From an optimization exercise on the open Yosys and OpenROAD flow, aimed at a short achievable clock period and few clock cycles; shortcuts taken in it are not production practice.
The RTL was checked by simulation tests, not by an equivalence proof against the original design.
Power is estimated from default activity; no workload was simulated.

==> design.v <==
module ALU(
    input  wire [15:0] in_a,
    input  wire [15:0] in_b,
    input  wire [7:0]  sel,
    output wire [15:0] ALU_out
);
wire [15:0] sum, dif;
wire        sum_co, dif_co;
ks_add #(0) add_u(.a(in_a), .b(in_b),  .s(sum), .cout(sum_co));
ks_add #(1) sub_u(.a(in_a), .b(~in_b), .s(dif), .cout(dif_co));
wire        eq  = in_a == in_b;
wire        lt  = ~dif_co;                  
wire [15:0] cmp = {14'd0, lt, ~lt & ~eq};
wire        big = |in_b[15:4];              
wire [15:0] shl = big ? 16'd0 : in_a << in_b[3:0];
wire [15:0] shr = big ? 16'd0 : in_a >> in_b[3:0];
assign ALU_out = ({16{sel[0]}} & sum)
               | ({16{sel[1]}} & dif)
               | ({16{sel[2]}} & (in_a & in_b))
               | ({16{sel[3]}} & (in_a | in_b))
               | ({16{sel[4]}} & (in_a ^ in_b))
               | ({16{sel[5]}} & shl)
               | ({16{sel[6]}} & shr)
               | ({16{sel[7]}} & cmp);
endmodule
module ks_add #(parameter CIN = 0) (
    input  wire [15:0] a,
    input  wire [15:0] b,
    output wire [15:0] s,
    output wire        cout
);
wire [15:0] p = a ^ b;
wire [15:0] t = a | b;
wire [15:0] g = a & b;
wire [15:0] g1, t1, g2, t2, g3, t3, g4, t4;
genvar i;
generate
    for (i = 0; i < 16; i = i + 1) begin : lv
        if (i == 0) begin
            if (CIN) begin
                assign g1[i] = t[0];
            end else begin
                assign g1[i] = g[0];
            end
            assign t1[i] = t[0];
        end else if (i == 1 && CIN) begin
            assign g1[i] = t[1] & (g[1] | a[0] | b[0]);
            assign t1[i] = t[1] & t[0];
        end else begin
            assign g1[i] = t[i] & (g[i] | a[i-1]) & (g[i] | b[i-1]);
            assign t1[i] = t[i] & t[i-1];
        end
        if (i >= 2) begin
            assign g2[i] = g1[i] | (t1[i] & g1[i-2]);
            assign t2[i] = t1[i] & t1[i-2];
        end else begin
            assign g2[i] = g1[i];
            assign t2[i] = t1[i];
        end
        if (i >= 4) begin
            assign g3[i] = g2[i] | (t2[i] & g2[i-4]);
            assign t3[i] = t2[i] & t2[i-4];
        end else begin
            assign g3[i] = g2[i];
            assign t3[i] = t2[i];
        end
        if (i >= 8) begin
            assign g4[i] = g3[i] | (t3[i] & g3[i-8]);
            assign t4[i] = t3[i] & t3[i-8];
        end else begin
            assign g4[i] = g3[i];
            assign t4[i] = t3[i];
        end
    end
endgenerate
assign s    = p ^ {g4[14:0], CIN[0]};
assign cout = g4[15];
endmodule
module bitty_cpu(
    input clk,
    input rst,
    output [7:0] imem_addr,
    input [15:0] imem_rdata,
    output [15:0] dmem_addr,
    output [15:0] dmem_wdata,
    output dmem_we,
    input [15:0] dmem_rdata,
    output reg halted
    );
reg [15:0] r [0:7];
reg [15:0] c;
reg [7:0]  fa;           
reg        arr_ok;       
reg [7:0]  d_pc;         
reg        d_pred;       
reg        replay;       
reg [15:0] ibuf;
reg [7:0]  ibuf_pc;
reg        ibuf_pred;
reg        e_valid, e_alu, e_ld, e_st, e_br, e_pred;
reg        e_bpred;          
reg        e_dres, e_dact;   
reg [7:0]  e_sel;
reg [2:0]  e_rx;
reg [1:0]  e_cond;
reg [7:0]  e_tgt, e_pc, e_pc1;
reg [15:0] e_a, e_b;
reg        w_alu, w_ld;      
reg [2:0]  w_rx;
reg [15:0] w_val;
localparam NB = 4;
reg        b_v   [0:NB-1];
reg [7:0]  b_pc  [0:NB-1];
reg [7:0]  b_tgt [0:NB-1];
reg [1:0]  b_rr;
assign imem_addr  = fa;
assign dmem_addr  = e_b;
assign dmem_wdata = e_a;
assign dmem_we    = e_st;        
wire [15:0] alu_out;
ALU alu(.in_a(e_a), .in_b(e_b), .sel(e_sel), .ALU_out(alu_out));
wire [15:0] cc = w_alu ? w_val : c;
wire c_hi0 = cc[15:2] == 14'd0;
wire e_act = e_br & c_hi0 &
             ((e_cond == 2'b00 & ~cc[1] & ~cc[0]) |
              (e_cond == 2'b01 & ~cc[1] &  cc[0]) |
              (e_cond == 2'b10 &  cc[1] & ~cc[0]));
wire e_miss = e_valid & ~e_dres & (e_act != e_pred);
wire [7:0] e_fix = e_act ? e_tgt : e_pc1;
wire e_out = e_dres ? e_dact : e_act;    
wire e_wr = e_alu;               
reg       p_hit;
reg [7:0] p_tgt;
integer j;
always @(*) begin
    p_hit = 1'b0;
    p_tgt = 8'd0;
    for (j = 0; j < NB; j = j + 1)
        if (b_v[j] & b_pc[j] == fa) begin
            p_hit = 1'b1;
            p_tgt = p_tgt | b_tgt[j];
        end
end
wire [15:0] ins      = replay ? ibuf : imem_rdata;
wire [7:0]  ins_pc   = replay ? ibuf_pc : d_pc;
wire        ins_pred = replay ? ibuf_pred : d_pred;
wire        dv       = (replay | arr_ok) & ~e_miss & ~halted;
wire [1:0] fmt    = ins[1:0];
wire [2:0] rx     = ins[15:13];
wire [2:0] ry     = ins[12:10];
wire [2:0] op     = ins[4:2];
wire       d_alu  = ~fmt[1];
wire       d_ld   = fmt == 2'b11 & ~ins[2];
wire       d_st   = fmt == 2'b11 &  ins[2];
wire       d_br   = fmt == 2'b10 & ins[3:2] != 2'b11;
wire       d_halt = fmt == 2'b10 & ins[3:2] == 2'b11;
wire [1:0] ifmt = imem_rdata[1:0];
wire i_use_rx = ~ifmt[1] | ifmt == 2'b11 & imem_rdata[2];
wire i_use_ry = ifmt == 2'b00 | ifmt == 2'b11;
wire i_br     = ifmt == 2'b10 & imem_rdata[3:2] != 2'b11;
wire stall  = ~replay & arr_ok & ~e_miss & ~halted & e_ld &
              ((i_use_rx & imem_rdata[15:13] == e_rx) |
               (i_use_ry & imem_rdata[12:10] == e_rx) | i_br);
wire        w_wr   = w_alu | w_ld;
wire [15:0] w_data = w_ld ? dmem_rdata : w_val;
wire [15:0] rf_a = replay ? r[ibuf[15:13]] : r[imem_rdata[15:13]];
wire [15:0] rf_b = replay ? r[ibuf[12:10]] : r[imem_rdata[12:10]];
wire [15:0] ra = (e_wr & e_rx == rx) ? alu_out :
                 (w_wr & w_rx == rx) ? w_data : rf_a;
wire [15:0] rb = (e_wr & e_rx == ry) ? alu_out :
                 (w_wr & w_rx == ry) ? w_data : rf_b;
wire go = dv & ~stall;           
wire [15:0] cd   = w_ld ? dmem_rdata : w_alu ? w_val : c;
wire        cd_hi0 = cd[15:2] == 14'd0;
wire        d_res  = d_br & ~e_alu;
wire        d_act  = cd_hi0 &
                     ((ins[3:2] == 2'b00 & ~cd[1] & ~cd[0]) |
                      (ins[3:2] == 2'b01 & ~cd[1] &  cd[0]) |
                      (ins[3:2] == 2'b10 &  cd[1] & ~cd[0]));
wire        d_back = d_br & ~d_res & ~ins_pred & ins[11:4] <= ins_pc;
wire        d_redir = go & ((d_res & (d_act != ins_pred)) | d_back);
wire [7:0]  d_fix   = (d_res ? d_act : 1'b1) ? ins[11:4] : ins_pc + 8'd1;
integer i;
always @(posedge clk) begin
    if (rst) begin
        for (i = 0; i < 8; i = i + 1) r[i] <= 16'd0;
        for (i = 0; i < NB; i = i + 1) b_v[i] <= 1'b0;
        c        <= 16'd0;
        b_rr     <= 2'd0;
        arr_ok   <= 1'b0;
        fa       <= 8'd0;
        d_pc     <= 8'd0;
        d_pred   <= 1'b0;
        replay   <= 1'b0;
        e_valid  <= 1'b0;
        e_alu    <= 1'b0;
        e_ld     <= 1'b0;
        e_st     <= 1'b0;
        e_br     <= 1'b0;
        w_alu    <= 1'b0;
        w_ld     <= 1'b0;
        halted   <= 1'b0;
    end else begin
        for (i = 0; i < 8; i = i + 1)
            if (w_wr & w_rx == i)
                r[i] <= w_data;
        if (w_wr)
            c <= w_data;
        w_alu <= e_alu;
        w_ld  <= e_ld;
        if (e_valid & e_br & e_out & ~e_bpred) begin
            b_v[b_rr]   <= 1'b1;
            b_pc[b_rr]  <= e_pc;
            b_tgt[b_rr] <= e_tgt;
            b_rr        <= b_rr + 2'd1;
        end
        if (e_valid & e_bpred & ~e_out)
            for (i = 0; i < NB; i = i + 1)
                if (b_pc[i] == e_pc)
                    b_v[i] <= 1'b0;
        d_pc   <= fa;
        d_pred <= p_hit;
        if (e_miss) begin
            fa     <= e_fix;
            arr_ok <= 1'b0;
            replay <= 1'b0;
        end else if (d_redir) begin
            fa     <= d_fix;
            arr_ok <= 1'b0;
            replay <= 1'b0;
        end else if (stall) begin
            fa     <= fa;
            arr_ok <= 1'b0;
            replay <= 1'b1;
        end else begin
            fa     <= p_hit ? p_tgt : fa + 8'd1;
            arr_ok <= 1'b1;
            replay <= 1'b0;
        end
        if (dv & d_halt)
            halted <= 1'b1;
        e_valid <= go & ~d_halt;
        e_alu   <= go & d_alu;
        e_ld    <= go & d_ld;
        e_st    <= go & d_st;
        e_br    <= go & d_br;
    end
end
always @(posedge clk) begin
    ibuf      <= ins;
    ibuf_pc   <= ins_pc;
    ibuf_pred <= ins_pred;
    w_rx   <= e_rx;
    w_val  <= alu_out;
    e_sel  <= 8'd1 << op;
    e_rx   <= rx;
    e_cond <= ins[3:2];
    e_tgt  <= ins[11:4];
    e_pc   <= ins_pc;
    e_pc1  <= ins_pc + 8'd1;
    e_pred  <= ins_pred | d_back;
    e_bpred <= ins_pred;
    e_dres  <= d_res;
    e_dact  <= d_act;
    e_a    <= ra;
    e_b    <= (fmt == 2'b01) ? {8'd0, ins[12:5]} : rb;
end
endmodule
==> flow/run.sh <==
#!/bin/bash
# Standard ORFS layout (the standard.sh), with two changes to how it
# is made: the port buffers are buf_4 cells instead of the delay-buffer
# cell buffer_ports picks on its own, and timing repair may resize a cell
# to one of another footprint.
set -e
cd "$(dirname "$0")/.."
export BUFFER_PORTS_ARGS="-buffer_cell sky130_fd_sc_hd__buf_4"
bash standard.sh MATCH_CELL_FOOTPRINT=0 finish > standard.log 2>&1
==> standard.sh <==
#!/bin/bash
# synth_recipe.tcl (not shown) runs the flow's synth.tcl, then flattens the netlist and writes it again
# the make line also repeats each setting of config.mk as NAME=value (left out here)
make -C /OpenROAD-flow-scripts/flow DESIGN_CONFIG=/design/flow/config.mk WORK_HOME=/design/flow/orfs CLKGATE_MAP_FILE= SYNTH_SCRIPT=/design/flow/synth_recipe.tcl "${@:-finish}"
==> config.mk <==
export PLATFORM = sky130hd
export DESIGN_NAME = bitty_cpu
export DESIGN_NICKNAME = bitty_cpu
export VERILOG_FILES = /design/flow/design.v
export SDC_FILE = /design/flow/constraint.sdc
export NUM_CORES = 4
export LEC_CHECK = 0
export ABC_CLOCK_PERIOD_IN_PS = 2000
export CAP_MARGIN = 20
export CORE_MARGIN = 2
export CORE_UTILIZATION = 40
export SETUP_SLACK_MARGIN = 3.5
export SLEW_MARGIN = 20
==> constraint.sdc <==
create_clock -name core_clock -period 6.0 [get_ports {clk}]
set_input_delay 1.2000 -clock core_clock [delete_from_list [all_inputs] [get_ports {clk}]]
set_output_delay 1.2000 -clock core_clock [all_outputs]
set_load 0.01 [all_outputs]
==> key figures, run 1 <==
Status
  • Status: timing/DRC/antenna clean

Worst setup path
  • Required time of the critical path: 6.47 ns
  • Startpoint types: input port
  • Worst Setup EP: fa[6]
  • CP delay by family, top: compound AO/OA/AOI/OAI gates
  • CP startpoint: imem_rdata[5]
  • Slowest stage cell on the critical path: mux2_4
  • Maximum fanout along the worst path: 5
  • Reg-to-reg endpoint: fa[6]
  • Reg2reg start: replay
  • Crit path DAT: 3.29 ns
  • CP Capture Type: flop
  • Crit path top cell by count: o21a_1
  • R2r worst-path depth: 13
  • WP buf/inv: 2
  • Setup CP Type: input port to flop
  • R2R setup slack: 3.21 ns
  • CP Depth: 12
  • Crit-path cells: buf_8 > mux2_4 > ha_4 > nor2b_4 > o21a_1 > o21a_1 > o21bai_1 > a21oi_2 > a2bb2oi_4 > buf_6 > o211ai_1 > o211ai_2
  • Largest stage delay, worst path: 0.29 ns

Die
  • Die height: 236.3 µm
  • Core Box Area: 53600 µm²
  • # rows: 85
  • Chip width: 236.3 µm
  • # IOs: 76
  • Die ar.: 55850 µm²
  • Starting Density: 40.28%

Final layout
  • Design Area, Final: 27590 µm²
  • Layout cells sized above 1: 27.62%
  • Area growth syn-to-layout: 27.80%
  • Most frequent cells in the layout: 278 x nor2_1, 233 x dfxtp_1, 213 x buf_4, 161 x a211oi_1, 142 x a21oi_1
  • Commonest non-fill, non-tap cell in the layout: nor2_1
  • Total Nets Final: 2737

Detailed routing
  • Antenna-violating nets left: 0
  • First-pass iteration count of the detailed router: 6
  • Drt first-iter violations: 2447
  • Via count: 21470
  • Routed WL: 89880 µm
  • DRC Markers: 0
  • Wire per inst: 26.81 µm
  • Routed vias/inst: 6.404

Synthesis
  • Post-Synthesis Cells: 2490
  • #FFs+latches synth: 336
  • Post-synthesis cell area: 21590 µm²
  • Post-synth top area share: 25.22%
  • Synth unique cells: 93
  • Main synth FF type: dfxtp_1
  • Area contributors post-synth: dfxtp_1 25%, edfxtp_1 8.9%, a211oi_1 6.2%, mux2i_1 5.8%, nor2_1 5.2%
  • FFs w/ async S/R, synth: 0%
  • Seq/Total Area, Yosys: 34.12%
  • Synth area leader: dfxtp_1
  • Syn Nets: 2604
  • Post-synth EDFFs: 64
  • YS warnings: 2
  • Avg Cell Area, Syn: 8.671 µm²

Global routing
  • Antenna violations before repair: 2
  • First-pass GRT wire length: 131400 µm
  • All-Layer GR Usage: 30.62%
  • GRT overflow: 0
  • Number of global-route vias before repair: 20280
  • Largest net degree at the start of global routing: 76

Clocking
  • CTS H-tree lvls: 2
  • CTS tree: built
  • CTS Buf Count: 39
  • Reg clk slew, reported paths: 0.06 ns
  • Clock Latency Late Sink: 0.59 ns
  • CTS Root Cell: clkbuf_16
  • CTS Sinks: 336
  • Max Buffers Root-to-Sink: 3
  • Hold buffer count at cts: 0

Power and ir drop
  • Worst IR drop on VDD: 0.0002186 V
  • PwrDens: 239.2 nW/µm²
  • Lkg Pwr: 9.802 nW

Placed design
  • HPWL after detailed placement: 57150 µm
  • Placed inst area: 22840 µm²
  • IO Port Bufs: 75
  • Routability Congestion: 0.9788

Timing
  • Tmin final: 2.826 ns
  • Count of final setup violators: 0
  • Max Slew Vio Count: 0
  • Final period util: 47.10%
  • RSZ-0062 raised after global routing: true
  • Slew margin rel.: 31.59%
  • Tightest Pin Transition: 1.006 ns
  • Final Hold Vio Count: 0
  • Setup TNS: 0 ns
  • Maximum operating frequency: 353.9 MHz
  • Clk_skew: 0.03855 ns

Min path
  • HP Class: flop to flop

Run
  • Max-cap violation count: 0
==> how the worst min path moves through the flow <==
stage / slack [ns] / endpoint / start / cells past startpoint
floorplan: 0.36 / w_rx[2] / ibuf[15] / 0
global placement: 0.46 / w_ld / e_ld / 1
detailed placement: 0.45 / w_ld / e_ld / 1
CTS: 0.47 / w_ld / e_ld / 1
global route: 0.50 / b_v[2] / b_v[2] / 2
finish: 0.48 / b_v[2] / b_v[2] / 2
==> stage by stage <==
| step | hold WS, ns | total power [mW] | setup slack, ns | util [%] | std cells |
|---|---|---|---|---|---|
| CTS | 0.4718 | 6.464 | 3.277 | 49.44 | 3296 |
| floorplan | 0.3590 | 3.279 | 2.899 | - | 2490 |
| finish | 0.4826 | 6.601 | 3.174 | 51.48 | 3352 |
| detailed placement | 0.4531 | 3.685 | 1.685 | 42.62 | 3093 |
| global placement | 0.4564 | 3.676 | 1.762 | 42.60 | 3093 |
| global route | 0.5016 | 6.792 | 3.101 | 51.48 | 3352 |
==> cell families (layout without fill, tap and decap cells) <==
logic type / count (synthesis) / count (layout) / synth area share [%]
compound gates: 746 / 748 / 24.20
simple gates: 692 / 695 / 14.74
flops: 336 / 336 / 34.12
buf+inv: 320 / 479 / 6.171
mux: 203 / 203 / 11.55
xor+xnor: 113 / 113 / 4.584
fa+ha+maj: 80 / 80 / 4.636
other cells: 0 / 2 / 0
==> Yosys cell counts, types with 11 or more instances <==
| cell | number |
|---|---|
| mux2_2 | 43 |
| nor4_1 | 31 |
| mux4_2 | 31 |
| o31ai_1 | 15 |
| ha_1 | 80 |
| clkbuf_1 | 145 |
| nand3_1 | 39 |
| a221oi_1 | 47 |
| a22o_1 | 17 |
| dfxtp_1 | 272 |
| a2111oi_0 | 11 |
| edfxtp_1 | 64 |
| o21ai_0 | 85 |
| buf_1 | 19 |
| a31oi_1 | 28 |
| buf_2 | 36 |
| o211ai_1 | 27 |
| o221ai_1 | 19 |
| mux2i_1 | 126 |
| o21a_1 | 11 |
| xor2_1 | 21 |
| nand2_1 | 137 |
| nor2b_1 | 33 |
| a211oi_1 | 177 |
| xnor2_1 | 92 |
| o22ai_1 | 26 |
| a22oi_1 | 28 |
| nand2b_1 | 25 |
| and3_1 | 12 |
| nor3_1 | 48 |
| nor2_1 | 300 |
| nand4_1 | 24 |
| a21oi_1 | 154 |
| inv_1 | 104 |
==> state kept, by name, summed over array words and instances, names as in the netlist, 8 cells and up <==
signal	count
e_sel	8
c	16
e_a	16
e_pc1	8
r	128
w_val	16
fa	8
e_pc	8
d_pc	8
b_pc	32
e_b	16
b_tgt	32
==> worst reg2reg max path, cell delays in order, from the launching register on <==
cell and delay (ns):
dfxtp_4 0.40, buf_12 0.14, buf_6 0.11, mux2_4 0.32, ha_4 0.22, nor2b_4 0.12, o21a_1 0.17, o21a_1 0.17
o21bai_1 0.19, a21oi_2 0.12, a2bb2oi_4 0.18, buf_6 0.15, o211ai_1 0.25, o211ai_2 0.12
==> report_power, final <==
part,total [mW],switching (mW),leakage [nW],internal [mW]
clock,2.59,1.05,0.678,1.54
combinational,1.52,0.902,6.30,0.617
sequential,2.50,0.128,2.83,2.37
total,6.60,2.08,9.80,4.52
==> layer usage <==
metal | global-route usage [%] | vias up | part of all wire [%]
met2 | 46.89 | 1330 | 44
met4 | 14.48 | 0 | 5.0
met5 | 0 | - | 0
met1 | 41.38 | 10360 | 41
li1 | - | 9491 | -
met3 | 6.050 | 289 | 9.8
==> final cells by class <==
type | instances | area (µm²)
Timing Repair Buffer | 299 | 2970
Clock inverter | 22 | 337.8
Timing Repair inverter | 1 | 8.758
Sequential cell | 336 | 7478
Clock buffer | 50 | 1059
Tap cell | 696 | 870.8
Fill cell | 4905 | 26010
Inverter | 107 | 461.7
Antenna cell | 2 | 5.005
Multi-Input combinational cell | 1839 | 14400
==> timing repair <==
action,4_1_cts,5_1_grt
gates resized for setup,250,136
setup endpoints to repair,217,195
buffers inserted,123,47
pin swaps,68,68
cloned,8,7
Testbench counts, summed over its fixed seeds: cycles 77,225.
==> run 2, diff against run 1 <==
--- a/design.v
+++ b/design.v
@@ -103,2 +103,3 @@
 reg [7:0]  e_sel;
+reg        e_subcmp;         
 reg [2:0]  e_rx;
@@ -121,3 +122,3 @@
 ALU alu(.in_a(e_a), .in_b(e_b), .sel(e_sel), .ALU_out(alu_out));
-wire [15:0] cc = w_alu ? w_val : c;
+wire [15:0] cc = w_ld ? dmem_rdata : w_alu ? w_val : c;
 wire c_hi0 = cc[15:2] == 14'd0;
@@ -159,6 +160,5 @@
 wire i_use_ry = ifmt == 2'b00 | ifmt == 2'b11;
-wire i_br     = ifmt == 2'b10 & imem_rdata[3:2] != 2'b11;
 wire stall  = ~replay & arr_ok & ~e_miss & ~halted & e_ld &
               ((i_use_rx & imem_rdata[15:13] == e_rx) |
-               (i_use_ry & imem_rdata[12:10] == e_rx) | i_br);
+               (i_use_ry & imem_rdata[12:10] == e_rx));
 wire        w_wr   = w_alu | w_ld;
@@ -174,4 +174,6 @@
 wire        cd_hi0 = cd[15:2] == 14'd0;
-wire        d_res  = d_br & ~e_alu;
-wire        d_act  = cd_hi0 &
+wire        e_eq   = e_a == e_b;
+wire        d_res  = d_br & ~e_ld & (~e_alu | e_subcmp & ins[3:2] == 2'b00);
+wire        d_act  = e_alu ? e_eq :
+                     cd_hi0 &
                      ((ins[3:2] == 2'b00 & ~cd[1] & ~cd[0]) |
@@ -255,2 +257,3 @@
     e_sel  <= 8'd1 << op;
+    e_subcmp <= op == 3'd1 | op == 3'd7;
     e_rx   <= rx;
==> flow/run.sh (replaced) <==
#!/bin/bash
# Standard ORFS layout, with the port buffers made from buf_4 cells
# instead of the delay-buffer cell buffer_ports picks on its own.
set -e
cd "$(dirname "$0")/.."
ls -la > files.log
cat standard.sh > standard_sh_copy.log
export BUFFER_PORTS_ARGS="-buffer_cell sky130_fd_sc_hd__buf_4"
bash standard.sh > standard.log 2>&1
==> key figures, run 2 <==
Status
  • Status: timing/DRC/antenna clean

Worst setup path
  • Setup CP Type: input port to flop
  • Crit path DAT: 3.51 ns
  • Required time of the critical path: 6.50 ns
  • Startpoint types: input port
  • CP Capture Type: flop
  • WP buf/inv: 2
  • Crit-path cells: buf_8 > nor4_4 > a41oi_2 > a221oi_4 > o211ai_1 > buf_6 > xor2_4 > or3b_4 > nand2_4 > o221ai_1 > a21oi_1
  • Largest stage delay, worst path: 0.44 ns
  • CP delay by family, top: compound AO/OA/AOI/OAI gates
  • Maximum fanout along the worst path: 6
  • Slowest stage cell on the critical path: or3b_4

Synthesis
  • FFs w/ async S/R, synth: 0%
  • Synth area leader: dfxtp_1
  • Top-count cell post-synth: nor2_1
  • Largest family of logic cells by synthesized area: compound AO/OA/AOI/OAI gates
  • Mux share of post-synthesis cell area: 13.63%
  • #FFs+latches synth: 337
  • Post-synth top area share: 25.16%
  • Post-synthesis cell area: 21720 µm²
  • Post-Synthesis Cells: 2503
  • Post-Synth Adder-Cell Area: 4.551%
  • Synth unique cells: 95
  • Synth Area in Compound Gates: 22.97%
  • Synth Area in Simple Gates: 14.56%
  • Main synth FF type: dfxtp_1
  • Post-synth EDFFs: 64
  • Post-Synth XOR/XNOR Area: 4.476%
  • Seq/Total Area, Yosys: 34.01%
  • Syn Nets: 2616
  • Avg Cell Area, Syn: 8.677 µm²
  • Area contributors post-synth: dfxtp_1 25%, edfxtp_1 8.8%, mux2i_1 7.3%, a211oi_1 5.8%, nor2_1 5.3%
  • YS warnings: 2
  • Post-synth top cells: 307 x nor2_1, 273 x dfxtp_1, 170 x a21oi_1

Timing
  • Clk_skew: 0.03182 ns
  • RSZ-0062 raised after global routing: true
  • Tmin final: 3.014 ns
  • Count of final setup violators: 0
  • Maximum operating frequency: 331.8 MHz
  • Max Slew Vio Count: 0
  • Setup TNS: 0 ns
  • Final period util: 50.23%
  • Final setup margin: 2.986 ns
  • Slew margin rel.: 22.53%
  • Tightest Pin Transition: 1.130 ns
  • Final Hold Vio Count: 0

Placed design
  • IO Port Bufs: 75
  • Routability Congestion: 0.9825
  • Placed inst area: 22930 µm²
  • HPWL after detailed placement: 54760 µm
  • Pre-CTS setup slack: 1.740 ns

Global routing
  • GRT busiest layer: met2
  • GRT met3 Usage: 4.500%
  • First-pass GRT wire length: 126500 µm
  • M1 GR Usage: 38.60%
  • All-Layer GR Usage: 29.10%
  • Routing usage on met2: 46.40%
  • Largest net degree at the start of global routing: 77
  • GRT overflow: 0
  • Antenna violations before repair: 1
  • Number of global-route vias before repair: 20200

Clocking
  • Max Buffers Root-to-Sink: 3
  • CTS H-tree lvls: 2
  • CTS Sinks: 337
  • CTS Buf Count: 39
  • Hold buffer count at cts: 0
  • Clock Latency Late Sink: 0.60 ns
  • Reg clk slew, reported paths: 0.06 ns
  • CTS tree: built
  • CTS Root Cell: clkbuf_16

Min path
  • HP Class: flop to flop

Power and ir drop
  • Worst IR drop on VDD: 0.0001872 V
  • Lkg Pwr: 9.961 nW
  • Overall power: 6.428 mW
  • Comb power frac: 23.0%
  • P_int: 4.384 mW
  • Sw power: 2.044 mW
  • Sw frac: 31.79%
  • Clock Power Share: 37.7%
  • PwrDens: 231.1 nW/µm²
  • Sequential fraction of design power: 39.3%

Final layout
  • Commonest non-fill, non-tap cell in the layout: nor2_1
  • Largest register FFs: 128
  • Design Area, Final: 27820 µm²
  • Area growth syn-to-layout: 28.07%
  • Largest Register: r
  • Layout cells sized above 1: 28.75%
  • Layout filler cell count: 4787
  • Most frequent cells in the layout: 281 x nor2_1, 223 x dfxtp_1, 203 x buf_4, 154 x a211oi_1, 146 x a21oi_1
  • Multi-input gate area: 14680 µm²
  • Biggest regs: r x128, b_pc x32, b_tgt x32
  • Total Nets Final: 2760
  • FF/Latch Area: 7535 µm²

Detailed routing
  • DRC Markers: 0
  • Drt first-iter violations: 2930
  • Antenna-violating nets left: 0
  • First-pass iteration count of the detailed router: 7
  • Via count: 21490
  • Routed WL: 86720 µm
  • Routed vias/inst: 6.368
  • Wire per inst: 25.69 µm

Die
  • Chip width: 237.0 µm
  • Core Box Area: 53710 µm²
  • # IOs: 76
  • Die height: 237.0 µm
  • # rows: 85
  • Die ar.: 56180 µm²
  • Starting Density: 40.44%

Run
  • Max-cap violation count: 0
-- run 2: cell types whose count changed after synthesis, sizes merged, moves of 8 or more --
cell and delta:
a21oi +8, a221oi -9, a31oi -11, and3 +10, buf -16, inv +8, mux2 +8, mux2i +32
nand2 +8, nand2b -13, nor2 +8, nor4 -8, o211ai -18, o21ai +35
-- run 2: logic make-up (layout without fill, tap and decap cells) --
| logic type | after synthesis | after routing |
|---|---|---|
| AOI/OAI and AO/OA | 732 | 732 |
| xor gates and xnor gates | 111 | 111 |
| adders and majority gates | 79 | 79 |
| buffers and inverters | 311 | 480 |
| DFF | 337 | 337 |
| muxes | 246 | 246 |
| other | 0 | 1 |
| and+or+nand+nor | 687 | 693 |
-- run 2: final cells by class --
class	count	area share [%]
Antenna cell	1	0.008996
Clock buffer	54	3.931
Clock inverter	18	0.7692
Inverter	115	1.727
Multi-Input combinational cell	1861	52.77
Sequential cell	337	27.09
Tap cell	696	3.131
Timing Repair Buffer	292	10.54
Timing Repair inverter	1	0.03149
-- run 2: worst paths after layout --
kind	start	to	slack (ns)	cells after the start
setup / recovery	dmem_rdata[8]	fa[0]	2.99	11
setup reg to reg	e_a[5]	e_b[14]	3.02	11
hold reg to reg	b_v[1]	b_v[1]	0.48	2
hold / removal	b_v[1]	b_v[1]	0.48	2
-- run 2: power groups by stage --
stage	clock, mW	combinational [mW]	sequential, mW
after CTS	2.45	1.30	2.52
after detailed placement	0	1.06	2.59
after global placement	0	1.05	2.59
after global routing	2.54	1.54	2.53
final	2.42	1.48	2.53
after floorplan	0	0.749	2.49
-- run 2: worst reg2reg max path, cell delays in order (launching register included) --
cell and delay [ns]:
dfxtp_4 0.36, inv_4 0.04, ha_4 0.17, or3_4 0.39, or4_4 0.54, a31oi_4 0.30, o211ai_2 0.13, buf_4 0.19
nand2_2 0.09, o31ai_1 0.11, a211oi_4 0.40, a211oi_2 0.12
-- run 2: repair_timing --
item	in CTS	in global routing
setup endpoints to repair	167	137
pin swaps	71	80
cloned	12	6
gates resized for setup	322	178
setup buffers	95	67
hold endpoints to repair	0	0
-- run 2: layer usage --
metal | part of all wire, % | wire length (µm) | up-vias
met5 | 0 | 0 | -
li1 | - | - | 9533
met3 | 9.4 | 8110 | 291
met2 | 45 | 39040 | 1335
met1 | 40 | 34990 | 10330
met4 | 5.3 | 4579 | 0
-- run 2: through the flow --
stage / cells / hold WS, ns / utilization, %
5_1_grt: 3375 / 0.5119 / 51.79
3_3_place_gp: 3122 / 0.4616 / 42.68
6_report: 3375 / 0.4846 / 51.79
4_1_cts: 3301 / 0.4691 / 49.08
2_1_floorplan: 2503 / 0.3258 / -
3_5_place_dp: 3122 / 0.4635 / 42.70
Testbench counts of run 2, summed over its fixed seeds: cycles 75,367.
==> run 3, diff against run 2 <==
--- a/config.mk
+++ b/config.mk
@@ -7,2 +7,3 @@
 export LEC_CHECK = 0
+export ABC_AREA = 1
 export ABC_CLOCK_PERIOD_IN_PS = 2000
==> key figures, run 3 <==
Min path
  • HP Class: flop to flop
  • Worst Hold End: w_rx[0]
  • Hold path cells: 0
  • Hold path startpoint: e_rx[0]

Worst setup path
  • R2R setup slack: 3.32 ns
  • Slowest stage cell on the critical path: o21ai_4
  • Largest stage delay, worst path: 0.20 ns
  • Required time of the critical path: 6.29 ns
  • CP Capture Type: flop
  • CP startpoint: dmem_rdata[6]
  • Setup CP Type: input port to flop
  • Crit path top cell by count: nor2_4
  • Maximum fanout along the worst path: 8
  • R2r worst-path depth: 15
  • Crit path DAT: 3.01 ns
  • Reg2reg start: w_ld
  • Crit-path cells: buf_8 > nor2_4 > nand2_2 > o21ai_4 > nand3_2 > nor2_4 > nand2_4 > o21ai_4 > nand4_4 > nor2_4 > buf_6 > nand2_4 > clkinvlp_4 > clkbuf_16
  • Reg-to-reg endpoint: b_pc[3][1]
  • Startpoint types: input port

Die
  • Core Box Area: 52450 µm²
  • Die ar.: 54750 µm²
  • Chip width: 234.0 µm
  • Starting Density: 40.34%
  • Die height: 234.0 µm
  • # IOs: 76
  • # rows: 84

Run
  • Max-cap violation count: 0

Synthesis
  • YS warnings: 2
  • Post-synth top area share: 25.83%
  • FFs w/ async S/R, synth: 0%
  • Main synth FF type: dfxtp_1
  • #FFs+latches synth: 337
  • Synth Area in Compound Gates: 25.00%
  • Post-synth EDFFs: 64
  • Avg Cell Area, Syn: 6.910 µm²
  • Syn Nets: 3175
  • Synth area leader: dfxtp_1
  • Post-synth top cells: 624 x nand2_1, 359 x inv_1, 334 x o21ai_0
  • Area contributors post-synth: dfxtp_1 26%, nand2_1 11%, edfxtp_1 9.1%, o21ai_0 7.9%, inv_1 6.4%
  • Post-Synthesis Cells: 3062
  • Mux share of post-synthesis cell area: 0.2839%
  • Synth Area in Simple Gates: 23.44%
  • Seq/Total Area, Yosys: 34.91%
  • Post-Synth Adder-Cell Area: 4.672%
  • Synth unique cells: 58
  • Post-synthesis cell area: 21160 µm²
  • Post-Synth XOR/XNOR Area: 2.111%
  • Top-count cell post-synth: nand2_1
  • Largest family of logic cells by synthesized area: compound AO/OA/AOI/OAI gates

Detailed routing
  • Via count: 24540
  • Antenna-violating nets left: 0
  • First-pass iteration count of the detailed router: 8
  • Routed WL: 102500 µm
  • Wire per inst: 25.70 µm
  • DRC Markers: 0
  • Drt first-iter violations: 2931
  • Routed vias/inst: 6.154

Status
  • Status: timing/DRC/antenna clean

Power and ir drop
  • Worst IR drop on VDD: 0.0002478 V
  • Lkg Pwr: 10.89 nW
  • PwrDens: 216.4 nW/µm²
  • Overall power: 5.950 mW

Placed design
  • IO Port Bufs: 75
  • HPWL after detailed placement: 67620 µm
  • Routability Congestion: 1.042

Timing
  • Setup TNS: 0 ns
  • Count of final setup violators: 0
  • Slew margin rel.: 35.35%
  • RSZ-0062 raised after global routing: true
  • Max Slew Vio Count: 0
  • Final Hold Vio Count: 0
  • Tmin final: 2.728 ns
  • Maximum operating frequency: 366.6 MHz
  • Final period util: 45.46%
  • Tightest Pin Transition: 0.9698 ns
  • Clk_skew: 0.02574 ns

Clocking
  • CTS Buf Count: 40
  • Clock Latency Late Sink: 0.58 ns
  • CTS tree: built
  • CTS Sinks: 337
  • Max Buffers Root-to-Sink: 3
  • CTS H-tree lvls: 2
  • CTS Root Cell: clkbuf_16
  • Reg clk slew, reported paths: 0.06 ns

Final layout
  • Most frequent cells in the layout: 583 x nand2_1, 301 x inv_1, 273 x o21ai_0, 232 x buf_4, 223 x dfxtp_1
  • Layout filler cell count: 5082
  • Multi-input gate area: 13250 µm²
  • Area growth syn-to-layout: 29.94%
  • Commonest non-fill, non-tap cell in the layout: nand2_1
  • Biggest regs: r x128, b_pc x32, b_tgt x32
  • Layout cells sized above 1: 22.83%
  • Total Nets Final: 3385
  • Largest Register: r
  • Largest register FFs: 128
  • FF/Latch Area: 7530 µm²

Global routing
  • Antenna violations before repair: 0
  • GRT overflow: 0
  • First-pass GRT wire length: 145700 µm
  • Number of global-route vias before repair: 22690
  • Largest net degree at the start of global routing: 74
  • All-Layer GR Usage: 35.68%
run 3: worst max path at each step:
stage                              to  cells after the start
after floorplan            b_pc[0][0]                     12
after global placement          fa[3]                     13
after detailed placement  b_tgt[0][5]                     12
after CTS                 b_tgt[3][2]                     14
after global routing      b_tgt[3][6]                     14
final                      b_pc[3][1]                     14
run 3: metal layers:
metal	GRT usage, %	share of wire (%)
met4	20.37	6.9
met5	0	0
met2	55.13	43
met3	7.916	11
met1	45.88	39
run 3: kinds of logic after synthesis:
| group | Yosys count |
|---|---|
| multiplexers | 6 |
| flip-flops | 337 |
| adder cells (fa/ha/maj) | 79 |
| buffers and inverters | 522 |
| AO/OA/AOI/OAI | 903 |
| XOR/XNOR | 51 |
| AND/OR/NAND/NOR | 1164 |
run 3: power by group:
group	switching, mW	internal, mW
logic	0.706	0.363
clock network	1.02	1.41
registers	0.0926	2.36
run 3: critical path, delay by kind of cell:
kind / cells / cell delay (ns)
and+or+nand+nor: 8 / 0.91
buffers and inverters: 4 / 0.51
AOI/OAI and AO/OA: 2 / 0.39
run 3: area by class of cell:
class | count | area share [%]
Timing Repair inverter | 5 | 0.1365
Inverter | 379 | 5.889
Clock inverter | 11 | 0.4414
Timing Repair Buffer | 302 | 10.63
Antenna cell | 1 | 0.009102
Sequential cell | 337 | 27.39
Clock buffer | 57 | 4.164
Multi-Input combinational cell | 2207 | 48.21
Tap cell | 688 | 3.131
run 3: through the flow:
stage          cells  hold WS, ns  utilization, %  instance area [µm²]  setup WS (ns)
2_1_floorplan   3062       0.3258               -                21470          2.995
3_3_place_gp    3710       0.4503           42.67                22380          2.038
3_5_place_dp    3710       0.4528           42.67                22380          2.062
4_1_cts         3895       0.4497           49.27                25840          3.345
5_1_grt         3986       0.4647           52.42                27490          3.218
6_report        3987       0.4565           52.42                27490          3.272
run 3: what timing repair did:
| item | 4_1_cts | 5_1_grt |
|---|---|---|
| setup buffers | 102 | 87 |
| hold buffers | 0 | 0 |
| setup endpoints to repair | 293 | 155 |
| pin swaps | 51 | 83 |
| gates cloned | 15 | 4 |
| resized for setup | 300 | 241 |
==> run 4, diff against run 3 <==
--- a/design.v
+++ b/design.v
@@ -181,5 +181,4 @@
                       (ins[3:2] == 2'b10 &  cd[1] & ~cd[0]));
-wire        d_back = d_br & ~d_res & ~ins_pred & ins[11:4] <= ins_pc;
-wire        d_redir = go & ((d_res & (d_act != ins_pred)) | d_back);
-wire [7:0]  d_fix   = (d_res ? d_act : 1'b1) ? ins[11:4] : ins_pc + 8'd1;
+wire        d_redir = dv & d_res & (d_act != ins_pred);
+wire [7:0]  d_fix   = d_act ? ins[11:4] : ins_pc + 8'd1;
 integer i;
@@ -263,3 +262,3 @@
     e_pc1  <= ins_pc + 8'd1;
-    e_pred  <= ins_pred | d_back;
+    e_pred  <= ins_pred;
     e_bpred <= ins_pred;
==> key figures, run 4 <==
Detailed routing
  • Routed vias/inst: 6.053
  • Routed WL: 97270 µm
  • Drt first-iter violations: 2851
  • Via count: 23660
  • First-pass iteration count of the detailed router: 6
  • DRC Markers: 0
  • Wire per inst: 24.88 µm
  • Antenna-violating nets left: 0

Power and ir drop
  • Worst IR drop on VDD: 0.0002008 V
  • PwrDens: 218.3 nW/µm²
  • Sequential fraction of design power: 42.1%
  • Comb power frac: 15.9%
  • Lkg Pwr: 10.36 nW
  • P_int: 4.065 mW
  • Sw frac: 29.72%
  • Clock Power Share: 42.0%
  • Sw power: 1.719 mW

Synthesis
  • Synth unique cells: 54
  • Post-Synth XOR/XNOR Area: 2.303%
  • Area contributors post-synth: dfxtp_1 26%, nand2_1 11%, edfxtp_1 9.2%, o21ai_0 7.6%, inv_1 6.1%
  • Post-synth top cells: 638 x nand2_1, 338 x inv_1, 316 x o21ai_0
  • Synth Area in Simple Gates: 23.44%
  • #FFs+latches synth: 336
  • Post-synth EDFFs: 64
  • Top-count cell post-synth: nand2_1
  • Synth area leader: dfxtp_1
  • YS warnings: 2
  • Seq/Total Area, Yosys: 35.22%
  • Avg Cell Area, Syn: 6.883 µm²
  • Main synth FF type: dfxtp_1
  • FFs w/ async S/R, synth: 0%
  • Post-synthesis cell area: 20920 µm²
  • Post-synth top area share: 26.03%
  • Post-Synthesis Cells: 3039
  • Post-Synth Adder-Cell Area: 4.247%
  • Largest family of logic cells by synthesized area: compound AO/OA/AOI/OAI gates
  • Mux share of post-synthesis cell area: 0.2871%
  • Synth Area in Compound Gates: 24.72%
  • Syn Nets: 3144

Worst setup path
  • CP delay by family, top: buffers and inverters
  • Slowest stage cell on the critical path: o41ai_1
  • Crit path top cell by count: buf_12
  • R2r worst-path depth: 9
  • WP buf/inv: 6
  • CP Depth: 12
  • R2R setup slack: 3.50 ns
  • Crit path DAT: 3.06 ns
  • Setup CP Type: input port to flop
  • Largest stage delay, worst path: 0.26 ns
  • CP Capture Type: flop
  • Reg2reg start: e_rx[1]
  • Reg-to-reg endpoint: e_a[0]
  • Maximum fanout along the worst path: 9
  • Startpoint types: input port
  • Required time of the critical path: 6.45 ns
  • Crit-path cells: buf_12 > clkinvlp_4 > buf_12 > nand3_2 > buf_12 > buf_6 > buf_4 > o211ai_1 > o41ai_1 > nand3_1 > o21ai_2 > o21ai_0

Die
  • Core Box Area: 51510 µm²
  • Chip width: 232.7 µm
  • Die ar.: 54140 µm²
  • Die height: 232.7 µm
  • # IOs: 76
  • # rows: 83
  • Starting Density: 40.61%

Clocking
  • CTS H-tree lvls: 2
  • CTS Root Cell: clkbuf_16
  • CTS Buf Count: 39
  • Reg clk slew, reported paths: 0.06 ns
  • Clock Latency Late Sink: 0.58 ns
  • CTS Sinks: 336
  • Max Buffers Root-to-Sink: 3
  • CTS tree: built
  • Hold buffer count at cts: 0

Global routing
  • GRT overflow: 0
  • First-pass GRT wire length: 138900 µm
  • Antenna violations before repair: 2
  • Number of global-route vias before repair: 21670
  • Largest net degree at the start of global routing: 82
  • All-Layer GR Usage: 34.11%

Placed design
  • Routability Congestion: 1.044
  • Placed inst area: 21990 µm²
  • Placed Cells: 3665
  • IO Port Bufs: 75
  • HPWL after detailed placement: 64650 µm

Timing
  • Clk_skew: 0.03698 ns
  • Max Slew Vio Count: 0
  • Tightest Pin Transition: 0.9885 ns
  • Slew margin rel.: 34.03%
  • RSZ-0062 raised after global routing: true
  • Setup TNS: 0 ns
  • Count of final setup violators: 0
  • Maximum operating frequency: 383.8 MHz
  • Tmin final: 2.606 ns
  • Final Hold Vio Count: 0
  • Final period util: 43.43%

Final layout
  • Area growth syn-to-layout: 26.67%
  • Commonest non-fill, non-tap cell in the layout: nand2_1
  • Fin util: 51.44%
  • Most frequent cells in the layout: 607 x nand2_1, 297 x inv_1, 278 x o21ai_0, 236 x nor2_1, 227 x a21oi_1
  • Design Area, Final: 26490 µm²
  • Layout filler cell count: 5047
  • Biggest regs: r x128, b_pc x32, b_tgt x32
  • Layout cells sized above 1: 20.29%
  • Largest register FFs: 128
  • Final Instance Count excl. Fillers: 3909
  • Total Nets Final: 3304
  • Largest Register: r

Min path
  • Worst Hold End: c[10]
  • Hold path startpoint: c[10]
  • HP Class: flop to flop
  • Hold path cells: 2

Status
  • Status: timing/DRC/antenna clean

Run
  • Max-cap violation count: 0
==> run 4: changes by cell type after synthesis, sizes merged, moves of 9 or more <==
cell / change
nand4: -10
or2: -17
o2111ai: -16
nor2: +28
clkbuf: -11
inv: -15
buf: +19
xnor2: +9
nand3: -19
nand2: +25
a22oi: -10
==> run 4: worst max path at each step <==
stage                        start           to  slack (ns)
floorplan            dmem_rdata[5]   b_pc[0][0]        3.08
global placement            replay      e_b[14]        2.17
detailed placement  imem_rdata[10]      e_b[14]        2.12
CTS                 dmem_rdata[15]  b_tgt[1][2]        3.32
global route        dmem_rdata[14]  b_tgt[1][2]        3.39
finish              imem_rdata[13]       e_a[8]        3.39
==> run 4: power groups by stage <==
stage	registers, mW	clock network, mW	logic [mW]
6_report	2.43	2.43	0.920
3_3_place_gp	2.48	0	0.703
2_1_floorplan	2.44	0	0.459
5_1_grt	2.44	2.54	0.971
3_5_place_dp	2.48	0	0.706
4_1_cts	2.43	2.45	0.784
==> run 4: routing by layer <==
| layer | track usage [%] | vias up | routed length (µm) |
|---|---|---|---|
| met5 | 0 | - | 0 |
| li1 | - | 10690 | - |
| met2 | 54.36 | 1451 | 42970 |
| met4 | 14.57 | 0 | 5472 |
| met1 | 45.28 | 11150 | 39680 |
| met3 | 6.017 | 373 | 9149 |
==> run 4: cells by family (layout without fill, tap and decap cells) <==
logic type,after synthesis,in the layout
AOI/OAI and AO/OA,887,887
other,0,1
adders and majority gates,71,71
muxes,6,6
DFF,336,336
buffers and inverters,518,702
xor gates and xnor gates,55,55
and+or+nand+nor,1166,1171
==> run 4: worst reg2reg max path: stages, from the launching register on <==
cell	delay [ns]
dfxtp_4	0.47
clkinvlp_4	0.24
nand3_4	0.30
inv_1	0.34
nand2_1	0.13
o21ai_0	0.09
o41ai_1	0.45
nand3_2	0.18
nand2_2	0.12
nand2_1	0.06
==> run 4: through the flow <==
step | worst slack, ns | power (mW) | hold WS (ns)
2_1_floorplan | 3.084 | 2.895 | 0.3258
3_3_place_gp | 2.166 | 3.184 | 0.4529
3_5_place_dp | 2.115 | 3.187 | 0.4525
4_1_cts | 3.318 | 5.665 | 0.4616
5_1_grt | 3.385 | 5.950 | 0.4846
6_report | 3.394 | 5.783 | 0.4650
==> run 4: layout make-up <==
type | instances | area, µm² | share of cell area (%)
timing repair inverter | 5 | 36.28 | 0.1370
sequential | 336 | 7496 | 28.29
tap | 680 | 850.8 | 3.211
timing repair buffer | 260 | 2550 | 9.625
clock inverter | 18 | 186.4 | 0.7037
multi-input combinational | 2190 | 12720 | 48.02
antenna | 1 | 2.502 | 0.009445
inverter | 367 | 1551 | 5.856
clock buffer | 52 | 1097 | 4.142
==> run 4: timing repair <==
item,CTS,global route
setup buffers,69,85
endpoints found under the setup margin,275,206
gates cloned,11,8
pin swaps,21,90
resized for setup,212,228
Testbench counts of run 4, summed over its fixed seeds: cycles 76,387.
==> run 5, diff against run 4 <==
--- a/design.v
+++ b/design.v
@@ -116,2 +116,4 @@
 reg [1:0]  b_rr;
+reg        u_ins, u_inv;     
+reg [7:0]  u_pc, u_tgt;
 assign imem_addr  = fa;
@@ -181,4 +183,5 @@
                       (ins[3:2] == 2'b10 &  cd[1] & ~cd[0]));
-wire        d_redir = dv & d_res & (d_act != ins_pred);
-wire [7:0]  d_fix   = d_act ? ins[11:4] : ins_pc + 8'd1;
+wire        d_back = d_br & ~d_res & ~ins_pred & ins[11:4] <= ins_pc;
+wire        d_redir = go & ((d_res & (d_act != ins_pred)) | d_back);
+wire [7:0]  d_fix   = (d_res ? d_act : 1'b1) ? ins[11:4] : ins_pc + 8'd1;
 integer i;
@@ -190,2 +193,4 @@
         b_rr     <= 2'd0;
+        u_ins    <= 1'b0;
+        u_inv    <= 1'b0;
         arr_ok   <= 1'b0;
@@ -211,11 +216,13 @@
         w_ld  <= e_ld;
-        if (e_valid & e_br & e_out & ~e_bpred) begin
+        u_ins <= e_valid & e_br & e_out & ~e_bpred;
+        u_inv <= e_valid & e_bpred & ~e_out;
+        if (u_ins) begin
             b_v[b_rr]   <= 1'b1;
-            b_pc[b_rr]  <= e_pc;
-            b_tgt[b_rr] <= e_tgt;
+            b_pc[b_rr]  <= u_pc;
+            b_tgt[b_rr] <= u_tgt;
             b_rr        <= b_rr + 2'd1;
         end
-        if (e_valid & e_bpred & ~e_out)
+        if (u_inv)
             for (i = 0; i < NB; i = i + 1)
-                if (b_pc[i] == e_pc)
+                if (b_pc[i] == u_pc)
                     b_v[i] <= 1'b0;
@@ -254,2 +261,4 @@
     w_rx   <= e_rx;
+    u_pc   <= e_pc;
+    u_tgt  <= e_tgt;
     w_val  <= alu_out;
@@ -262,3 +271,3 @@
     e_pc1  <= ins_pc + 8'd1;
-    e_pred  <= ins_pred;
+    e_pred  <= ins_pred | d_back;
     e_bpred <= ins_pred;
--- a/config.mk
+++ b/config.mk
@@ -11,3 +11,3 @@
 export CORE_MARGIN = 2
-export CORE_UTILIZATION = 40
+export CORE_UTILIZATION = 55
 export SETUP_SLACK_MARGIN = 3.5
==> key figures, run 5 <==
Status
  • Status: timing/DRC/antenna clean

Die
  • Starting Density: 55.88%
  • Chip width: 202.4 µm
  • # IOs: 76
  • Die ar.: 40960 µm²
  • # rows: 72
  • Core Box Area: 38740 µm²
  • Die height: 202.4 µm

Timing
  • RSZ-0062 raised after global routing: true
  • Slew margin rel.: 22.93%
  • Maximum operating frequency: 369.8 MHz
  • Clk_skew: 0.01636 ns
  • Final Hold Vio Count: 0
  • Tmin final: 2.704 ns
  • Count of final setup violators: 0
  • Max Slew Vio Count: 0
  • Tightest Pin Transition: 1.148 ns
  • Hold WS: 0.3570 ns
  • Final period util: 45.07%
  • Setup TNS: 0 ns

Synthesis
  • YS warnings: 2
  • Main synth FF type: dfxtp_1
  • Seq/Total Area, Yosys: 35.79%
  • Synth unique cells: 63
  • Area contributors post-synth: dfxtp_1 27%, nand2_1 10%, edfxtp_1 8.9%, o21ai_0 7.9%, inv_1 6.7%
  • Avg Cell Area, Syn: 6.944 µm²
  • Post-Synthesis Cells: 3117
  • Post-synthesis cell area: 21640 µm²
  • FFs w/ async S/R, synth: 0%
  • Top-count cell post-synth: nand2_1
  • Synth area leader: dfxtp_1
  • Post-synth EDFFs: 64
  • Post-synth top area share: 26.91%
  • #FFs+latches synth: 355
  • Syn Nets: 3230
  • Post-synth top cells: 582 x nand2_1, 388 x inv_1, 340 x o21ai_0

Worst setup path
  • Crit path DAT: 3.21 ns
  • Largest stage delay, worst path: 0.58 ns
  • Maximum fanout along the worst path: 13
  • Slowest stage cell on the critical path: dfxtp_4
  • Required time of the critical path: 6.50 ns
  • Startpoint types: flop
  • Setup CP Type: flop to flop
  • Crit-path cells: inv_8 > nand2_1 > nand2_1 > ha_1 > nand2_1 > o21ai_1 > a21oi_1 > o21ai_2 > nand2_4 > buf_12 > nand3_4 > nand3_2 > a21oi_2
  • CP Capture Type: flop
  • Crit path top cell by count: nand2_1
  • R2r worst-path depth: 13

Detailed routing
  • First-pass iteration count of the detailed router: 14
  • Antenna-violating nets left: 0
  • Wire per inst: 26.84 µm
  • Drt first-iter violations: 4515
  • DRC Markers: 0
  • Routed vias/inst: 6.797
  • Via count: 26180
  • Routed WL: 103400 µm

Power and ir drop
  • Comb power frac: 17.1%
  • Clock Power Share: 40.4%
  • Worst IR drop on VDD: 0.0002579 V
  • Lkg Pwr: 11.00 nW
  • P_int: 4.195 mW
  • Sequential fraction of design power: 42.5%
  • PwrDens: 221.4 nW/µm²
  • Overall power: 6.079 mW
  • Sw frac: 31.00%
  • Sw power: 1.884 mW

Clocking
  • CTS Root Cell: clkbuf_16
  • CTS Sinks: 355
  • Max Buffers Root-to-Sink: 3
  • CTS Buf Count: 39
  • CTS H-tree lvls: 2
  • Hold buffer count at cts: 0
  • Clock Latency Late Sink: 0.58 ns
  • Reg clk slew, reported paths: 0.06 ns
  • CTS tree: built

Placed design
  • Placed inst area: 22490 µm²
  • IO Port Bufs: 75
  • Routability Congestion: 1.079
  • HPWL after detailed placement: 64210 µm

Final layout
  • Largest register FFs: 128
  • Area growth syn-to-layout: 26.83%
  • Most frequent cells in the layout: 548 x nand2_1, 331 x inv_1, 291 x o21ai_0, 245 x a21oi_1, 243 x dfxtp_1
  • Commonest non-fill, non-tap cell in the layout: nand2_1
  • Fin util: 70.87%
  • Layout cells sized above 1: 22.29%
  • Largest Register: r
  • Total Nets Final: 3415
  • Design Area, Final: 27450 µm²
  • Biggest regs: r x128, b_pc x32, b_tgt x32

Global routing
  • First-pass GRT wire length: 142600 µm
  • GRT overflow: 0
  • All-Layer GR Usage: 45.74%
  • Largest net degree at the start of global routing: 114
  • Antenna violations before repair: 1
  • Number of global-route vias before repair: 23510

Min path
  • HP Class: flop to flop
  • Hold path cells: 0

Run
  • Max-cap violation count: 0
-- run 5: changes by cell type after synthesis, moves of 17 or more --
cell | before | now
nand2_1 | 638 | 582
buf_2 | 39 | 17
a21oi_1 | 239 | 256
o21ai_0 | 316 | 340
inv_1 | 338 | 388
xnor2_1 | 31 | 8
clkbuf_1 | 95 | 118
dfxtp_1 | 272 | 291
-- run 5: through the flow --
step	instances	setup WS, ns
after floorplan	3117	3.108
after global placement	3580	2.169
after detailed placement	3580	2.149
after CTS	3743	3.488
after global routing	3851	3.266
final	3852	3.296
-- run 5: layer usage --
layer | wire [µm] | global-route usage [%]
met3 | 15480 | 11.63
met4 | 9576 | 32.56
met1 | 36800 | 59.50
met2 | 41530 | 65.95
met5 | 0 | 0.3571
-- run 5: cells by family after synthesis --
group                    after synthesis  synth area share (%)
AND/OR/NAND/NOR                     1134                 22.23
flip-flops                           355                 35.79
XOR/XNOR                              37                 1.497
multiplexers                           8                0.3700
buffers and inverters                561                 9.937
adder cells (fa/ha/maj)               79                 4.567
AO/OA/AOI/OAI                        943                 25.61
-- run 5: power by group through the flow --
stage / Clock (mW) / Sequential (mW) / Combinational [mW]
floorplan: 0 / 2.58 / 0.478
global placement: 0 / 2.63 / 0.713
detailed placement: 0 / 2.63 / 0.721
CTS: 2.43 / 2.57 / 0.853
global route: 2.53 / 2.58 / 1.08
finish: 2.45 / 2.58 / 1.04
-- run 5: path summary, 6_finish.rpt --
kind,start,to,slack [ns]
setup / recovery,replay,fa[5],3.30
hold / removal,e_pc[1],u_pc[1],0.36
setup reg to reg,replay,fa[5],3.30
hold reg to reg,e_pc[1],u_pc[1],0.36
-- run 5: worst max-delay path: cells and delay by family (launching register included) --
family,cells,cell delay (ns)
adders and majority gates,1,0.36
and+or+nand+nor,6,0.65
DFF,1,0.58
buffers and inverters,2,0.31
AOI/OAI and AO/OA,4,0.70
-- run 5: cell type report --
cell class                      instances  area, µm²
Antenna cell                            1      2.502
Timing Repair inverter                 11      82.58
Clock inverter                         24      231.5
Tap cell                              518      648.1
Clock buffer                           48       1060
Timing Repair Buffer                  279       2544
Sequential cell                       355       7895
Inverter                              409       1725
Multi-Input combinational cell       2207      13260
Fill cell                            3013      11290
-- run 5: what timing repair did --
action                                  4_1_cts  5_1_grt
buffers inserted                             78       98
resized for setup                           255      278
endpoints found under the setup margin      284      205
endpoints found under the hold margin         0        0
gates cloned                                 13       10
pin swaps                                    29       86
Testbench counts of run 5, summed over its fixed seeds: cycles 75,367.
==> run 6, diff against run 5 <==
--- a/config.mk
+++ b/config.mk
@@ -11,3 +11,3 @@
 export CORE_MARGIN = 2
-export CORE_UTILIZATION = 55
+export CORE_UTILIZATION = 40
 export SETUP_SLACK_MARGIN = 3.5
==> key figures, run 6 <==
Timing
  • Tightest Pin Transition: 0.8815 ns
  • Final Hold Vio Count: 0
  • RSZ-0062 raised after global routing: true
  • Clk_skew: 0.01845 ns
  • Slew margin rel.: 41.15%
  • Tmin final: 2.657 ns
  • Setup TNS: 0 ns
  • Count of final setup violators: 0
  • Final period util: 44.28%
  • Maximum operating frequency: 376.4 MHz
  • Max Slew Vio Count: 0

Synthesis
  • Seq/Total Area, Yosys: 35.79%
  • Synth unique cells: 63
  • Synth area leader: dfxtp_1
  • YS warnings: 2
  • Top-count cell post-synth: nand2_1
  • Post-synth EDFFs: 64
  • Syn Nets: 3230
  • Post-synth top cells: 582 x nand2_1, 388 x inv_1, 340 x o21ai_0
  • FFs w/ async S/R, synth: 0%
  • Main synth FF type: dfxtp_1
  • Post-Synthesis Cells: 3117
  • Post-synthesis cell area: 21640 µm²
  • #FFs+latches synth: 355
  • Avg Cell Area, Syn: 6.944 µm²
  • Area contributors post-synth: dfxtp_1 27%, nand2_1 10%, edfxtp_1 8.9%, o21ai_0 7.9%, inv_1 6.7%
  • Post-synth top area share: 26.91%

Final layout
  • Most frequent cells in the layout: 544 x nand2_1, 321 x inv_1, 290 x o21ai_0, 243 x nor2_1, 243 x dfxtp_1
  • Biggest regs: r x128, b_pc x32, b_tgt x32
  • Layout filler cell count: 5245
  • Largest register FFs: 128
  • Total Nets Final: 3420
  • Area growth syn-to-layout: 29.62%
  • Multi-input gate area: 13430 µm²
  • Commonest non-fill, non-tap cell in the layout: nand2_1
  • FF/Latch Area: 7900 µm²
  • Largest Register: r
  • Layout cells sized above 1: 23.21%
  • Final Instance Count excl. Fillers: 4037

Global routing
  • All-Layer GR Usage: 35.83%
  • Largest net degree at the start of global routing: 100
  • Routing usage on met2: 53.41%
  • GRT met3 Usage: 8.090%
  • First-pass GRT wire length: 149800 µm
  • GRT overflow: 0
  • GRT busiest layer: met2
  • M1 GR Usage: 48.48%
  • Number of global-route vias before repair: 22740
  • Antenna violations before repair: 3

Die
  • # rows: 85
  • Starting Density: 40.30%
  • Chip width: 236.6 µm
  • Die height: 236.6 µm
  • Core Box Area: 53710 µm²
  • Die ar.: 55990 µm²
  • # IOs: 76

Detailed routing
  • Routed WL: 105900 µm
  • Antenna-violating nets left: 0
  • Drt first-iter violations: 3871
  • Wire per inst: 26.23 µm
  • First-pass iteration count of the detailed router: 8
  • DRC Markers: 0
  • Routed vias/inst: 6.122
  • Via count: 24710

Clocking
  • CTS H-tree lvls: 2
  • CTS Root Cell: clkbuf_16
  • CTS Sinks: 355
  • CTS tree: built
  • Reg clk slew, reported paths: 0.06 ns
  • Max Buffers Root-to-Sink: 3
  • Clock Latency Late Sink: 0.58 ns
  • Hold buffer count at cts: 0
  • CTS Buf Count: 41

Worst setup path
  • Setup CP Type: flop to flop
  • Maximum fanout along the worst path: 5
  • Required time of the critical path: 6.47 ns
  • CP Capture Type: flop
  • Crit path DAT: 3.13 ns
  • Startpoint types: flop

Run
  • Max-cap violation count: 0

Status
  • Status: timing/DRC/antenna clean

Placed design
  • Placed Cells: 3770
  • Routability Congestion: 1.031
  • HPWL after detailed placement: 72400 µm
  • IO Port Bufs: 75

Power and ir drop
  • Worst IR drop on VDD: 0.0002499 V
  • PwrDens: 224.5 nW/µm²
  • Lkg Pwr: 11.13 nW

Min path
  • HP Class: flop to flop
run 6: cell counts after synthesis:
Identical to the previous run, type by type.
run 6: area by class of cell:
type,instances,share of cell area [%]
multi-input combinational,2206,47.86
clock buffer,50,3.884
clock inverter,25,1.124
timing repair buffer,291,9.553
tap,696,3.104
antenna,2,0.01784
sequential,355,28.16
timing repair inverter,3,0.07136
inverter,409,6.226
run 6: final timing paths:
| check | startpoint | endpoint | depth (start not counted) | slack (ns) |
|---|---|---|---|---|
| worst max-delay path | e_b[1] | e_b[1] | 14 | 3.34 |
| worst min-delay path | e_pc[1] | u_pc[1] | 0 | 0.35 |
| worst max register to register | e_b[1] | e_b[1] | 14 | 3.34 |
| worst min register to register | e_pc[1] | u_pc[1] | 0 | 0.35 |
run 6: cell families after synthesis:
| group | Yosys count | share of synthesized area, % |
|---|---|---|
| XOR/XNOR | 37 | 1.497 |
| AO/OA/AOI/OAI | 943 | 25.61 |
| buffers and inverters | 561 | 9.937 |
| multiplexers | 8 | 0.3700 |
| flip-flops | 355 | 35.79 |
| adder cells (fa/ha/maj) | 79 | 4.567 |
| AND/OR/NAND/NOR | 1134 | 22.23 |
run 6: per-stage QoR:
stage / setup slack (ns) / cell area [µm²] / util [%] / hold WS [ns] / power, mW
after global placement: 2.015 / 22810 / 42.46 / 0.3329 / 3.390
after global routing: 3.332 / 28050 / 52.23 / 0.3631 / 6.475
final: 3.343 / 28060 / 52.24 / 0.3506 / 6.298
after CTS: 3.369 / 26170 / 48.72 / 0.3504 / 6.156
after detailed placement: 2.103 / 22810 / 42.47 / 0.3336 / 3.390
after floorplan: 3.108 / 21820 / - / 0.3235 / 3.057
run 6: power by group:
group,internal (mW),total [mW],switching [mW]
sequential,2.48,2.58,0.103
clock,1.56,2.67,1.10
combinational,0.359,1.05,0.688
run 6: repair_timing:
action	CTS	global route
resized for setup	309	275
pin swaps	38	113
cloned	10	6
endpoints found under the setup margin	271	144
setup buffers	83	91
run 6: routing by layer:
layer,vias up,share of wire [%],routed length (µm)
li1,11100,-,-
met1,11750,41,43780
met2,1499,42,45000
met3,362,10,10960
met4,0,5.8,6157
met5,-,0,0
run 6: worst max-delay path, cell delays in order (launching register included):
cell and delay, ns:
dfxtp_4 0.36, buf_12 0.14, buf_4 0.15, ha_2 0.19, inv_1 0.09, nand2_4 0.07
o31ai_4 0.39, nand3_2 0.19, nand2_2 0.10, nand4_1 0.27, nand3_1 0.17, nand4_1 0.11
buf_6 0.16, o21ai_2 0.10, nand2_1 0.06
==> run 7, diff against run 6 <==
--- a/config.mk
+++ b/config.mk
@@ -12,3 +12,3 @@
 export CORE_UTILIZATION = 40
-export SETUP_SLACK_MARGIN = 3.5
+export SETUP_SLACK_MARGIN = 4.2
 export SLEW_MARGIN = 20
==> key figures, run 7 <==
Die
  • # IOs: 76
  • Chip width: 236.6 µm
  • Die height: 236.6 µm
  • Starting Density: 40.30%
  • Die ar.: 55990 µm²
  • # rows: 85
  • Core Box Area: 53710 µm²

Power and ir drop
  • Worst IR drop on VDD: 0.0001926 V
  • PwrDens: 196.7 nW/µm²
  • Overall power: 6.391 mW
  • Clock Power Share: 38.7%
  • P_int: 4.405 mW
  • Sw power: 1.986 mW
  • Sequential fraction of design power: 40.2%
  • Sw frac: 31.08%
  • Lkg Pwr: 12.92 nW
  • Comb power frac: 21.1%

Synthesis
  • Syn Nets: 3230
  • #FFs+latches synth: 355
  • Post-synth top cells: 582 x nand2_1, 388 x inv_1, 340 x o21ai_0
  • Avg Cell Area, Syn: 6.944 µm²
  • Main synth FF type: dfxtp_1
  • FFs w/ async S/R, synth: 0%
  • Area contributors post-synth: dfxtp_1 27%, nand2_1 10%, edfxtp_1 8.9%, o21ai_0 7.9%, inv_1 6.7%
  • Seq/Total Area, Yosys: 35.79%
  • Post-synth EDFFs: 64
  • YS warnings: 2
  • Synth area leader: dfxtp_1
  • Post-synth top area share: 26.91%
  • Post-synthesis cell area: 21640 µm²
  • Synth unique cells: 63
  • Top-count cell post-synth: nand2_1
  • Post-Synthesis Cells: 3117

Timing
  • RSZ-0062 raised after global routing: true
  • Slew margin rel.: 50.05%
  • Final period util: 43.07%
  • Final setup margin: 3.416 ns
  • Setup TNS: 0 ns
  • Maximum operating frequency: 387.0 MHz
  • Max Slew Vio Count: 0
  • Tmin final: 2.584 ns
  • Clk_skew: 0.03769 ns
  • Final Hold Vio Count: 0
  • Hold WS: 0.3388 ns
  • Tightest Pin Transition: 0.7483 ns
  • Count of final setup violators: 0

Placed design
  • Placed Cells: 3757
  • Placed inst area: 22990 µm²
  • IO Port Bufs: 75
  • Routability Congestion: 1.061
  • HPWL after detailed placement: 69310 µm
  • Pre-CTS setup slack: 2.176 ns

Clocking
  • CTS Buf Count: 41
  • CTS H-tree lvls: 2
  • Clock Latency Late Sink: 0.60 ns
  • Hold buffer count at cts: 0
  • Reg clk slew, reported paths: 0.07 ns
  • CTS Sinks: 355
  • CTS tree: built
  • CTS Root Cell: clkbuf_16
  • Max Buffers Root-to-Sink: 3

Worst setup path
  • Reg2reg start: e_rx[1]
  • CP startpoint: e_rx[1]
  • Setup CP Type: flop to flop
  • Maximum fanout along the worst path: 12
  • CP Capture Type: flop
  • Required time of the critical path: 6.46 ns
  • Reg-to-reg endpoint: e_a[14]
  • Crit path DAT: 3.04 ns
  • Worst Setup EP: e_a[14]
  • Startpoint types: flop
  • R2R setup slack: 3.42 ns
  • R2r worst-path depth: 9

Global routing
  • First-pass GRT wire length: 164400 µm
  • All-Layer GR Usage: 39.23%
  • GRT overflow: 0
  • Number of global-route vias before repair: 24940
  • Antenna violations before repair: 1
  • Largest net degree at the start of global routing: 71

Detailed routing
  • Drt first-iter violations: 3787
  • First-pass iteration count of the detailed router: 9
  • DRC Markers: 0
  • Via count: 26850
  • Antenna-violating nets left: 0
  • Routed vias/inst: 6.303
  • Routed WL: 115500 µm
  • Wire per inst: 27.12 µm

Status
  • Status: timing/DRC/antenna clean

Final layout
  • Layout cells sized above 1: 35.84%
  • Fin util: 60.51%
  • Final Instance Count excl. Fillers: 4259
  • Commonest non-fill, non-tap cell in the layout: nand2_1
  • Biggest regs: r x128, b_pc x32, b_tgt x32
  • Total Nets Final: 3644
  • Layout filler cell count: 4612
  • Largest register FFs: 128
  • Multi-input gate area: 15130 µm²
  • Area growth syn-to-layout: 50.14%
  • Largest Register: r
  • Most frequent cells in the layout: 497 x nand2_1, 298 x inv_1, 294 x buf_4, 232 x dfxtp_1, 218 x a21oi_1
  • FF/Latch Area: 7946 µm²
  • Design Area, Final: 32500 µm²

Min path
  • Hold path startpoint: e_pc[5]
  • HP Class: flop to flop
  • Hold path cells: 0

Run
  • Max-cap violation count: 0
## run 7: power groups by stage
| stage | registers (mW) | clock network, mW | logic, mW |
|---|---|---|---|
| 2_1_floorplan | 2.58 | 0 | 0.523 |
| 5_1_grt | 2.57 | 2.56 | 1.40 |
| 6_report | 2.57 | 2.47 | 1.35 |
| 3_3_place_gp | 2.63 | 0 | 0.755 |
| 4_1_cts | 2.56 | 2.47 | 1.12 |
| 3_5_place_dp | 2.63 | 0 | 0.757 |
## run 7: what timing repair did
| action | in CTS | in global routing |
|---|---|---|
| setup buffers | 298 | 98 |
| resized for setup | 763 | 379 |
| pin swaps | 178 | 186 |
| endpoints found under the setup margin | 335 | 216 |
| cloned | 30 | 1 |
## run 7: how the worst min path moves through the flow
stage	to
floorplan	u_pc[3]
detailed placement	u_pc[5]
global route	u_pc[3]
CTS	u_pc[5]
finish	u_pc[5]
global placement	u_pc[3]
## run 7: layout make-up
type	instances	share of cell area (%)
timing repair inverter	15	0.3889
sequential	355	24.45
tap	696	2.680
multi-input combinational	2204	46.54
antenna	3	0.02310
clock inverter	8	0.1463
inverter	409	5.652
clock buffer	64	3.804
timing repair buffer	505	16.31
## run 7: critical path: stages (launching register included)
cell and delay (ns):
dfxtp_4 0.48, inv_1 0.24, nand3_4 0.28, inv_1 0.24
nand2_1 0.10, o21ai_0 0.11, a2111oi_2 0.49, o21ai_2 0.14
o211ai_1 0.25, nand2_1 0.12
## run 7: cell families (layout without fill, tap and decap cells)
group                    after synthesis  after routing  share of synthesized area (%)
AO/OA/AOI/OAI                        943            943                          25.61
XOR/XNOR                              37             37                          1.497
adder cells (fa/ha/maj)               79             79                          4.567
buffers and inverters                561           1001                          9.937
flip-flops                           355            355                          35.79
multiplexers                           8              8                         0.3700
other                                  0              3                              0
AND/OR/NAND/NOR                     1134           1137                          22.23
## run 7: layer usage
layer / vias to the layer above / GRT usage [%] / wire (µm)
met5: - / 0 / 13
met3: 637 / 11.35 / 14390
li1: 11580 / - / -
met4: 2 / 24.18 / 9064
met2: 1992 / 58.40 / 48060
met1: 12630 / 50.04 / 43990

re-timing with driven ports:
The results above use ideal ports. As a check the final layouts listed here were re-extracted and re-timed, cells and wires unchanged.
Step 1 assumes that a clkbuf_16 drives the clock port and a buf_2 every other input.
Step 2 times the ports against the registers' clock, not the clock port: input delays grow and output delays shrink by t, the midpoint of the rising clock arrivals with the driver on.
a / b / c = ideal ports / drivers / drivers and shift; a / b = the first two.
| run | t, ns | setup slack, ns |
|---|---|---|
| run 1 | 0.633 | 3.174 / 3.194 / 2.561 |
| run 2 | 0.634 | 2.986 / 3.000 / 2.366 |
| run 3 | 0.621 | 3.272 / 3.278 / 2.657 |
| run 4 | 0.613 | 3.394 / 3.380 / 2.768 |
| run 5 | 0.635 | 3.296 / 3.296 / 2.701 |
| run 6 | 0.630 | 3.343 / 3.337 / 2.804 |
| run 7 | 0.645 | 3.416 / 3.414 / 2.794 |
After both steps every run listed still meets setup and hold.
